What follows belongs to an exercise in optimizing a design on an open flow for small area; a production flow would make more cautious choices.
Function was checked by simulation only, so behaviour that the tests miss may differ from the original.
No driver is modelled on the clock port, so clocking that relies on it looks cheaper here than on a real chip.
Power and IR drop assume default switching activity.

==> flow/design.v (excerpt) <==
module weaksoc(input wire clk,
	       input wire rst_n,
	       input wire [31:0] bus_from_cpu,
	       output wire [31:0] bus_to_cpu,
	       input wire [31:0] bus_addr,
	       input wire bus_req,
	       output wire bus_ack,
	       input wire bus_wr,
	       input wire [3:0] bus_wr_mask,
	       output reg led,
	       output wire pin_tx, input wire pin_rx);
export LEC_CHECK = 0
export CAP_MARGIN = 20
export CORE_MARGIN = 2
export CORE_UTILIZATION = 45
export SLEW_MARGIN = 20
export SYNTH_MEMORY_MAX_BITS = 16384
create_clock -name core_clock -period 10.0 [get_ports {clk}]
standard.sh (not shown) runs the stock make flow with config.mk's settings and CLKGATE_MAP_FILE= SYNTH_SCRIPT=/design/flow/synth_recipe.tcl, a recipe that flattens the netlist after the stock synthesis.
==> flow/flow/run.sh <==
#!/bin/bash
# Layout flow: the standard flow with these changes:
#  - synthesis maps logic with an area-oriented ABC script (flow/area.abc)
#    instead of ORFS's speed script; the registers are mapped before ABC
#    runs, so they are the standard synthesis's.
#  - synthesis leaves adders to ABC (no half/full adder cells, no
#    Kogge-Stone carry logic), which suits a design with no timing pressure.
#  - ports are buffered with buf_1 rather than the buffer ORFS picks.
#  - the clock tree is built from clkbuf_8 without dummy loads.
#  - after CTS, each clock buffer is downsized while the flip-flop clock
#    pin slew stays within 100 ps (flow/cts_downsize.tcl).
set -euo pipefail
W=$PWD
{
  echo 'proc abc {args} {'
  echo '  set i [lsearch $args -script]'
  echo "  set args [lreplace \$args \$i [expr {\$i+1}] -script $W/flow/area.abc]"
  echo '  yosys abc {*}$args'
  echo '}'
  cat synth_recipe.tcl
} > area_synth.tcl
sed "s|SYNTH_SCRIPT=[^ ]*|SYNTH_SCRIPT=$W/area_synth.tcl|" standard.sh > area_standard.sh
grep -q "SYNTH_SCRIPT=$W/area_synth.tcl" area_standard.sh
export BUFFER_PORTS_ARGS="-buffer_cell sky130_fd_sc_hd__buf_1"
export CTS_ARGS="-sink_clustering_enable -repair_clock_nets -buf_list sky130_fd_sc_hd__clkbuf_8 -dont_use_dummy_load"
export POST_CTS_TCL="$W/flow/cts_downsize.tcl"
bash area_standard.sh ADDER_MAP_FILE= SYNTH_OPERATIONS_ARGS=-nofsm finish > flow_make.log 2>&1
==> flow/flow/area.abc <==
strash
&get -n
&fraig -x
&put
scorr
dc2
dretime
strash
&get -n
&deepsyn -T 60
&dch -f
&nf -p -F 10 -A 10 -a -R 1000
&put
==> flow/flow/cts_downsize.tcl <==
set clk_slew_limit 0.110
proc worst_clk_slew {} {
  estimate_parasitics -placement
  set worst 0.0
  foreach pin [get_pins -hierarchical */CLK] {
    set s [get_property $pin slew_max]
    if { $s > $worst } { set worst $s }
  }
  return $worst
}
puts "clock pin slew before downsizing: [worst_clk_slew]"
foreach inst [get_cells -filter "ref_name =~ sky130_fd_sc_hd__clkbuf_*"] {
  set name [get_full_name $inst]
  set orig [get_property $inst ref_name]
  foreach cand {sky130_fd_sc_hd__clkbuf_1 sky130_fd_sc_hd__clkbuf_2 sky130_fd_sc_hd__clkbuf_4} {
    if { $cand eq $orig } { break }
    replace_cell $inst $cand
    set w [worst_clk_slew]
    if { $w <= $clk_slew_limit } {
      puts "clock buffer $name: $orig -> $cand (worst clock pin slew $w)"
      set orig $cand
      break
    }
    replace_cell $inst $orig
  }
}
puts "clock pin slew after downsizing: [worst_clk_slew]"
detailed_placement
check_placement -verbose
Then changed:
==> flow/flow/run.sh (replaced) <==
#!/bin/bash
# Layout flow: the standard flow with two changes.
#  - synthesis maps logic with an area-oriented ABC script (flow/area.abc)
#    instead of ORFS's speed script; the registers are mapped before ABC
#    runs, so they are the standard synthesis's.
#  - ports are buffered with buf_1 rather than the buffer ORFS picks.
set -euo pipefail
W=$PWD
{
  echo 'proc abc {args} {'
  echo '  set i [lsearch $args -script]'
  echo "  set args [lreplace \$args \$i [expr {\$i+1}] -script $W/flow/area.abc]"
  echo '  yosys abc {*}$args'
  echo '}'
  cat synth_recipe.tcl
} > area_synth.tcl
sed "s|SYNTH_SCRIPT=[^ ]*|SYNTH_SCRIPT=$W/area_synth.tcl|" standard.sh > area_standard.sh
grep -q "SYNTH_SCRIPT=$W/area_synth.tcl" area_standard.sh
export BUFFER_PORTS_ARGS="-buffer_cell sky130_fd_sc_hd__buf_1"
export CTS_ARGS="-sink_clustering_enable -repair_clock_nets -buf_list sky130_fd_sc_hd__clkbuf_8 -dont_use_dummy_load"
bash area_standard.sh finish > flow_make.log 2>&1
CORE_UTILIZATION = 50   (was 45)
removed: flow/flow/cts_downsize.tcl
Hold slack got worse by 0.023 ns.
Fmax goes up by 11%.
Power increases by 5.3%.
Global-route usage goes up by 2.2 points.
Then changed:
--- a/flow/flow/run.sh
+++ b/flow/flow/run.sh
@@ -1,8 +1,13 @@
 #!/bin/bash
-# Layout flow: the standard flow with two changes.
+# Layout flow: the standard flow with these changes:
 #  - synthesis maps logic with an area-oriented ABC script (flow/area.abc)
 #    instead of ORFS's speed script; the registers are mapped before ABC
 #    runs, so they are the standard synthesis's.
+#  - synthesis leaves adders to ABC (no half/full adder cells, no
+#    Kogge-Stone carry logic), which suits a design with no timing pressure.
 #  - ports are buffered with buf_1 rather than the buffer ORFS picks.
+#  - the clock tree is built from clkbuf_8 without dummy loads.
+#  - after CTS, each clock buffer is downsized while the flip-flop clock
+#    pin slew stays within 110 ps (flow/cts_downsize.tcl).
 set -euo pipefail
 W=$PWD
@@ -19,3 +24,4 @@
 export BUFFER_PORTS_ARGS="-buffer_cell sky130_fd_sc_hd__buf_1"
 export CTS_ARGS="-sink_clustering_enable -repair_clock_nets -buf_list sky130_fd_sc_hd__clkbuf_8 -dont_use_dummy_load"
-bash area_standard.sh finish > flow_make.log 2>&1
+export POST_CTS_TCL="$W/flow/cts_downsize.tcl"
+bash area_standard.sh ADDER_MAP_FILE= SYNTH_OPERATIONS_ARGS=-nofsm RECOVER_POWER=100 finish > flow_make.log 2>&1
==> flow/flow/cts_downsize.tcl (new file) <==
set clk_slew_limit 0.110
proc worst_clk_slew {} {
  estimate_parasitics -placement
  set worst 0.0
  foreach pin [get_pins -hierarchical */CLK] {
    set s [get_property $pin slew_max]
    if { $s > $worst } { set worst $s }
  }
  return $worst
}
puts "clock pin slew before downsizing: [worst_clk_slew]"
foreach inst [get_cells -filter "ref_name =~ sky130_fd_sc_hd__clkbuf_*"] {
  set name [get_full_name $inst]
  set orig [get_property $inst ref_name]
  foreach cand {sky130_fd_sc_hd__clkbuf_1 sky130_fd_sc_hd__clkbuf_2 sky130_fd_sc_hd__clkbuf_4} {
    if { $cand eq $orig } { break }
    replace_cell $inst $cand
    set w [worst_clk_slew]
    if { $w <= $clk_slew_limit } {
      puts "clock buffer $name: $orig -> $cand (worst clock pin slew $w)"
      set orig $cand
      break
    }
    replace_cell $inst $orig
  }
}
puts "clock pin slew after downsizing: [worst_clk_slew]"
detailed_placement
check_placement -verbose
CAP_MARGIN = 0   (was 20)
CORE_UTILIZATION = 45   (was 50)
SLEW_MARGIN = 0   (was 20)
With this change the flow finished but failed the layout checks on capacitance limit, slew limit; critical path depth increases by 1; design area went down by 3.8%; routed wire length fell by 3.9%; final cell count barely changes; count of clock-buffer cells in the layout is unchanged; setup slack gets worse by 0.24 ns; sequential share of layout area went up by 2.0 points; total power fell by 2.9%; via count goes up by 0.69%; register-to-register slack got worse by 0.95 ns.
Then changed:
--- a/flow/flow/run.sh
+++ b/flow/flow/run.sh
@@ -8,6 +8,4 @@
 #  - ports are buffered with buf_1 rather than the buffer ORFS picks.
 #  - the clock tree is built from clkbuf_8 without dummy loads.
-#  - after CTS, each clock buffer is downsized while the flip-flop clock
-#    pin slew stays within 110 ps (flow/cts_downsize.tcl).
 set -euo pipefail
 W=$PWD
@@ -24,4 +22,3 @@
 export BUFFER_PORTS_ARGS="-buffer_cell sky130_fd_sc_hd__buf_1"
 export CTS_ARGS="-sink_clustering_enable -repair_clock_nets -buf_list sky130_fd_sc_hd__clkbuf_8 -dont_use_dummy_load"
-export POST_CTS_TCL="$W/flow/cts_downsize.tcl"
-bash area_standard.sh ADDER_MAP_FILE= SYNTH_OPERATIONS_ARGS=-nofsm RECOVER_POWER=100 finish > flow_make.log 2>&1
+bash area_standard.sh ADDER_MAP_FILE= SYNTH_OPERATIONS_ARGS=-nofsm finish > flow_make.log 2>&1
CAP_MARGIN = 20   (was 0)
SLEW_MARGIN = 20   (was 0)
removed: flow/flow/cts_downsize.tcl
- With this change the flow went through all stages and came out clean
- design area barely changes
- critical path depth goes up by 1
- area after synthesis goes down by 1.2%
- clock power goes up by 9.2%
- register-to-register slack improved by 1.1 ns
- power goes up by 1.7%
- worst setup slack got worse by 0.55 ns
- clock skew goes down by 0.015 ns
- non-clock buffer count goes up by 3

* * *

Starting RTL as in the previous note.
## weaksoc
module weaksoc(input wire clk,
	       input wire rst_n,
	       input wire [31:0] bus_from_cpu,
	       output wire [31:0] bus_to_cpu,
	       input wire [31:0] bus_addr,
	       input wire bus_req,
	       output wire bus_ack,
	       input wire bus_wr,
	       input wire [3:0] bus_wr_mask,
	       output reg led,
	       output wire pin_tx, input wire pin_rx);
export LEC_CHECK = 0
export CAP_MARGIN = 20
export CORE_MARGIN = 2
export CORE_UTILIZATION = 45
export SLEW_MARGIN = 20
export SYNTH_MEMORY_MAX_BITS = 16384
create_clock -name core_clock -period 10.0 [get_ports {clk}]
==> flow/flow/run.sh <==
#!/bin/bash
# Layout flow: the standard flow with these changes:
#  - synthesis maps logic with an area-oriented ABC script instead of
#    ORFS's speed script (&deepsyn, mapping, then mfs3 area recovery),
#    once per &deepsyn seed, keeping the smallest result
#    (flow/abc_seeds.tcl); the registers are mapped before ABC
#    runs, so they are the standard synthesis's.
#  - synthesis leaves adders to ABC (no half/full adder cells, no
#    Kogge-Stone carry logic), which suits a design with no timing pressure.
#  - ports are buffered with buf_1 rather than the buffer ORFS picks.
#  - the clock tree is built from clkbuf_8 without dummy loads.
#  - after CTS, each clock buffer is downsized while the flip-flop clock
#    pin slew stays within 110 ps (flow/cts_downsize.tcl).
set -euo pipefail
W=$PWD
{
  echo "source $W/flow/abc_seeds.tcl"
  cat synth_recipe.tcl
} > area_synth.tcl
sed "s|SYNTH_SCRIPT=[^ ]*|SYNTH_SCRIPT=$W/area_synth.tcl|" standard.sh > area_standard.sh
grep -q "SYNTH_SCRIPT=$W/area_synth.tcl" area_standard.sh
export BUFFER_PORTS_ARGS="-buffer_cell sky130_fd_sc_hd__buf_1"
export CTS_ARGS="-sink_clustering_enable -repair_clock_nets -buf_list sky130_fd_sc_hd__clkbuf_8 -dont_use_dummy_load"
export POST_CTS_TCL="$W/flow/cts_downsize.tcl"
bash area_standard.sh ADDER_MAP_FILE= SYNTH_OPERATIONS_ARGS=-nofsm finish > flow_make.log 2>&1
==> flow/flow/abc_seeds.tcl <==
# Sourced by the synthesis script before ORFS's synth.tcl: replaces ORFS's
# ABC call with an area-oriented script, run once per random seed of ABC's
# &deepsyn, followed by don't-care-based area recovery on the mapped
# netlist (mfs3); the smallest mapped netlist is kept.  Registers are mapped
# before ABC runs, so every seed leaves the standard synthesis's registers.
set ::abc_seeds {1 2 3 4 5 6 7 8 9 10 11 12 13 14 15 16 17 18 19 20 21 22 23 24 25 26 27 28}
set ::abc_dir [file dirname [file normalize [info script]]]
proc abc {args} {
  set i [lsearch $args -script]
  set dir $::abc_dir
  set lib [lindex $::env(LIB_FILES) 0]
  yosys design -save pre_abc
  set best_area ""
  set best_seed ""
  foreach seed $::abc_seeds {
    yosys design -load pre_abc
    set script $dir/area_abc_seed$seed.abc
    set f [open $script w]
    puts $f "strash\n&get -n\n&fraig -x\n&put\nscorr\ndc2\ndretime\nstrash\n&get -n"
    puts $f "&deepsyn -J 50 -S $seed -T 600"
    puts $f "&dch -f\n&nf -p -F 10 -A 10 -a -R 1000\n&put"
    puts $f "mfs3 -aez -H 6 -R 4"
    close $f
    set a [lreplace $args $i [expr {$i+1}] -script $script]
    yosys abc {*}$a
    yosys tee -q -o $dir/area_abc_seed$seed.stat stat -liberty $lib
    set f [open $dir/area_abc_seed$seed.stat r]
    set txt [read $f]
    close $f
    regexp {Chip area for module '[^']*': ([0-9.]+)} $txt -> area
    puts "ABC seed $seed: area $area"
    if { $best_area eq "" || $area < $best_area } {
      set best_area $area
      set best_seed $seed
      yosys design -save best_abc
    }
  }
  puts "ABC: keeping seed $best_seed (area $best_area)"
  yosys design -load best_abc
}
==> flow/flow/cts_downsize.tcl <==
set clk_slew_limit 0.110
proc worst_clk_slew {} {
  estimate_parasitics -placement
  set worst 0.0
  foreach pin [get_pins -hierarchical */CLK] {
    set s [get_property $pin slew_max]
    if { $s > $worst } { set worst $s }
  }
  return $worst
}
puts "clock pin slew before downsizing: [worst_clk_slew]"
foreach inst [get_cells -filter "ref_name =~ sky130_fd_sc_hd__clkbuf_*"] {
  set name [get_full_name $inst]
  set orig [get_property $inst ref_name]
  foreach cand {sky130_fd_sc_hd__clkbuf_1 sky130_fd_sc_hd__clkbuf_2 sky130_fd_sc_hd__clkbuf_4} {
    if { $cand eq $orig } { break }
    replace_cell $inst $cand
    set w [worst_clk_slew]
    if { $w <= $clk_slew_limit } {
      puts "clock buffer $name: $orig -> $cand (worst clock pin slew $w)"
      set orig $cand
      break
    }
    replace_cell $inst $orig
  }
}
puts "clock pin slew after downsizing: [worst_clk_slew]"
detailed_placement
check_placement -verbose
Next try:
--- a/flow/flow/run.sh
+++ b/flow/flow/run.sh
@@ -4,3 +4,2 @@
-#    ORFS's speed script (&deepsyn, mapping, then mfs3 area recovery),
-#    once per &deepsyn seed, keeping the smallest result
-#    (flow/abc_seeds.tcl); the registers are mapped before ABC
+#    ORFS's speed script, once per &deepsyn seed, keeping the smallest
+#    result (flow/abc_seeds.tcl); the registers are mapped before ABC
--- a/flow/flow/abc_seeds.tcl
+++ b/flow/flow/abc_seeds.tcl
@@ -3,2 +3 @@
-# &deepsyn, followed by don't-care-based area recovery on the mapped
-# netlist (mfs3); the smallest mapped netlist is kept.  Registers are mapped
+# &deepsyn; the smallest mapped netlist is kept.  Registers are mapped
@@ -6 +5 @@
-set ::abc_seeds {1 2 3 4 5 6 7 8 9 10 11 12 13 14 15 16 17 18 19 20 21 22 23 24 25 26 27 28}
+set ::abc_seeds {1 2 3 4 5 6 7 8 9 10}
@@ -22 +20,0 @@
-    puts $f "mfs3 -aez -H 6 -R 4"
Critical path depth shrinks by 5.
Via count grows by 0.61%.
Wire length shrinks by 1.0%.
Core utilization barely changes.
Fmax grows by 6.4%.
Synthesized cell count grows by 3.2%.
Cell area grows by 0.90%.
Power grows by 2.7%.
Global-route usage shrinks by 0.62 points.
Setup slack gains 0.43 ns.
Next try:
--- a/flow/flow/run.sh
+++ b/flow/flow/run.sh
@@ -4,2 +4,3 @@
-#    ORFS's speed script, once per &deepsyn seed, keeping the smallest
-#    result (flow/abc_seeds.tcl); the registers are mapped before ABC
+#    ORFS's speed script (&deepsyn, mapping, then mfs3 area recovery),
+#    once per &deepsyn seed, keeping the smallest result
+#    (flow/abc_seeds.tcl); the registers are mapped before ABC
--- a/flow/flow/abc_seeds.tcl
+++ b/flow/flow/abc_seeds.tcl
@@ -3 +3,2 @@
-# &deepsyn; the smallest mapped netlist is kept.  Registers are mapped
+# &deepsyn, followed by don't-care-based area recovery on the mapped
+# netlist (mfs3); the smallest mapped netlist is kept.  Registers are mapped
@@ -20,0 +22 @@
+    puts $f "mfs3 -aez -H 6 -R 4"
What happened: The new run went through all stages and came out clean; clock power grows by a few percent; global-route usage grows by 0.10 points; final cell count barely changes; utilization barely changes; setup slack gets worse by 0.037 ns; wire length stays flat; sequential share of layout area grows by 0.11 points; register-to-register slack gets better by 0.39 ns; first-iteration DRC count grows by a few percent; cell area barely changes; critical path depth grows by 3.
Next try:
--- a/flow/flow/run.sh
+++ b/flow/flow/run.sh
@@ -3,4 +3,2 @@
-#  - synthesis maps logic with an area-oriented ABC script instead of
-#    ORFS's speed script (&deepsyn, mapping, then mfs3 area recovery),
-#    once per &deepsyn seed, keeping the smallest result
-#    (flow/abc_seeds.tcl); the registers are mapped before ABC
+#  - synthesis maps logic with an area-oriented ABC script (flow/area.abc)
+#    instead of ORFS's speed script; the registers are mapped before ABC
@@ -17 +15,5 @@
-  echo "source $W/flow/abc_seeds.tcl"
+  echo 'proc abc {args} {'
+  echo '  set i [lsearch $args -script]'
+  echo "  set args [lreplace \$args \$i [expr {\$i+1}] -script $W/flow/area.abc]"
+  echo '  yosys abc {*}$args'
+  echo '}'
==> flow/flow/area.abc (new file) <==
strash
&get -n
&fraig -x
&put
scorr
dc2
dretime
strash
&get -n
&deepsyn -T 60
&dch -f
&nf -p -F 10 -A 10 -a -R 1000
&put
- CORE_UTILIZATION: 45 -> 60
removed: flow/flow/abc_seeds.tcl
The new run ran to the end with no violations.
Sequential power hardly moves.
Synthesized area rose by about 2.8%.
Final cell count fell by 3.2%.
Die area fell by 22%.
Design area rose by about 1.3%.
Wire length rose by 1.7%.
Global-route usage rose by 6.5 points.
Total power fell by 3.3%.
Synthesized cell count rose by 1.5%.
Next try:
==> flow/flow/run.sh (replaced) <==
#!/bin/bash
# Layout flow: the standard flow with two changes.
#  - synthesis maps logic with an area-oriented ABC script (flow/area.abc)
#    instead of ORFS's speed script; the registers are mapped before ABC
#    runs, so they are the standard synthesis's.
#  - ports are buffered with buf_1 rather than the buffer ORFS picks.
set -euo pipefail
W=$PWD
{
  echo 'proc abc {args} {'
  echo '  set i [lsearch $args -script]'
  echo "  set args [lreplace \$args \$i [expr {\$i+1}] -script $W/flow/area.abc]"
  echo '  yosys abc {*}$args'
  echo '}'
  cat synth_recipe.tcl
} > area_synth.tcl
sed "s|SYNTH_SCRIPT=[^ ]*|SYNTH_SCRIPT=$W/area_synth.tcl|" standard.sh > area_standard.sh
grep -q "SYNTH_SCRIPT=$W/area_synth.tcl" area_standard.sh
export BUFFER_PORTS_ARGS="-buffer_cell sky130_fd_sc_hd__buf_1"
export CTS_ARGS="-sink_clustering_enable -repair_clock_nets -buf_list sky130_fd_sc_hd__clkbuf_8 -dont_use_dummy_load -sink_clustering_size 30 -sink_clustering_max_diameter 200"
bash area_standard.sh finish > flow_make.log 2>&1
- CORE_UTILIZATION: 60 -> 40
removed: flow/flow/cts_downsize.tcl
After rerunning: Wire length came out higher by roughly a tenth; final area came out higher by a few percent; setup slack gains 0.33 ns; cell count came out higher by roughly a tenth; die area came out higher by well over a third; via count came out higher slightly.
Next try:
--- a/flow/flow/run.sh
+++ b/flow/flow/run.sh
@@ -20 +20 @@
-export CTS_ARGS="-sink_clustering_enable -repair_clock_nets -buf_list sky130_fd_sc_hd__clkbuf_8 -dont_use_dummy_load -sink_clustering_size 30 -sink_clustering_max_diameter 200"
+export CTS_ARGS="-sink_clustering_enable -repair_clock_nets -buf_list sky130_fd_sc_hd__clkbuf_8 -dont_use_dummy_load"
- CORE_UTILIZATION: 40 -> 55
=> Register-to-register slack is worse by 0.04 ns; first-iteration DRC count grows by 26%; die area shrinks by 27%; count of clock-buffer cells in the layout does not change; final cell count shrinks by 5.3%; critical path depth shrinks by 3; worst hold slack is better by 0.0049 ns; routed wire length shrinks by 3.8%.

-- what the ideal ports hide --
Ports are ideal in the flow. The routed layouts listed here were re-timed in OpenROAD.
Step 1 (the two cells are an assumption about what drives the block):
set clk [get_ports {clk}]
set_driving_cell -lib_cell sky130_fd_sc_hd__clkbuf_16 $clk
set_driving_cell -lib_cell sky130_fd_sc_hd__buf_2 [delete_from_list [all_inputs] $clk]
Step 2 adds t to the input delays and takes it off the output delays; t is the mean of the earliest and latest rising clock arrival at the registers after step 1. Input paths then give back, and output paths get back, about the clock's delay inside the block.
Three values: ideal, step 1, step 2; two values: the first two.
run | t, ns | setup WS [ns] | clock arrival spread, ns | slew at the worst register clock pin (ns)
the first run of note 1 | 0.752 | 2.465 / 2.442 / 2.442 | 0.032 / 0.031 | 0.10 / 0.10
the second run of note 1 | 0.461 | 3.239 / 3.214 / 3.214 | 0.043 / 0.043 | 0.10 / 0.10
the third run of note 1 | 0.792 | 2.995 / 2.971 / 2.316 | 0.039 / 0.038 | 0.10 / 0.10
the fourth run of note 1 | 0.461 | 2.445 / 2.423 / 2.423 | 0.025 / 0.025 | 0.08 / 0.08
the first run of note 2 | 0.769 | 2.820 / 2.799 / 2.799 | 0.037 / 0.036 | 0.10 / 0.10
the second run of note 2 | 0.776 | 3.249 / 3.225 / 3.160 | 0.037 / 0.037 | 0.10 / 0.10
the third run of note 2 | 0.799 | 3.212 / 3.191 / 3.191 | 0.041 / 0.041 | 0.11 / 0.11
the fourth run of note 2 | 0.698 | 2.947 / 2.927 / 2.927 | 0.030 / 0.030 | 0.10 / 0.10
the fifth run of note 2 | 0.477 | 3.273 / 3.253 / 3.253 | 0.034 / 0.033 | 0.09 / 0.09
the sixth run of note 2 | 0.472 | 3.281 / 3.252 / 3.252 | 0.042 / 0.042 | 0.09 / 0.09
The setup slack of the third run of note 1, which loses most, moves by -0.024 ns with the drivers and by -0.679 ns with both steps.
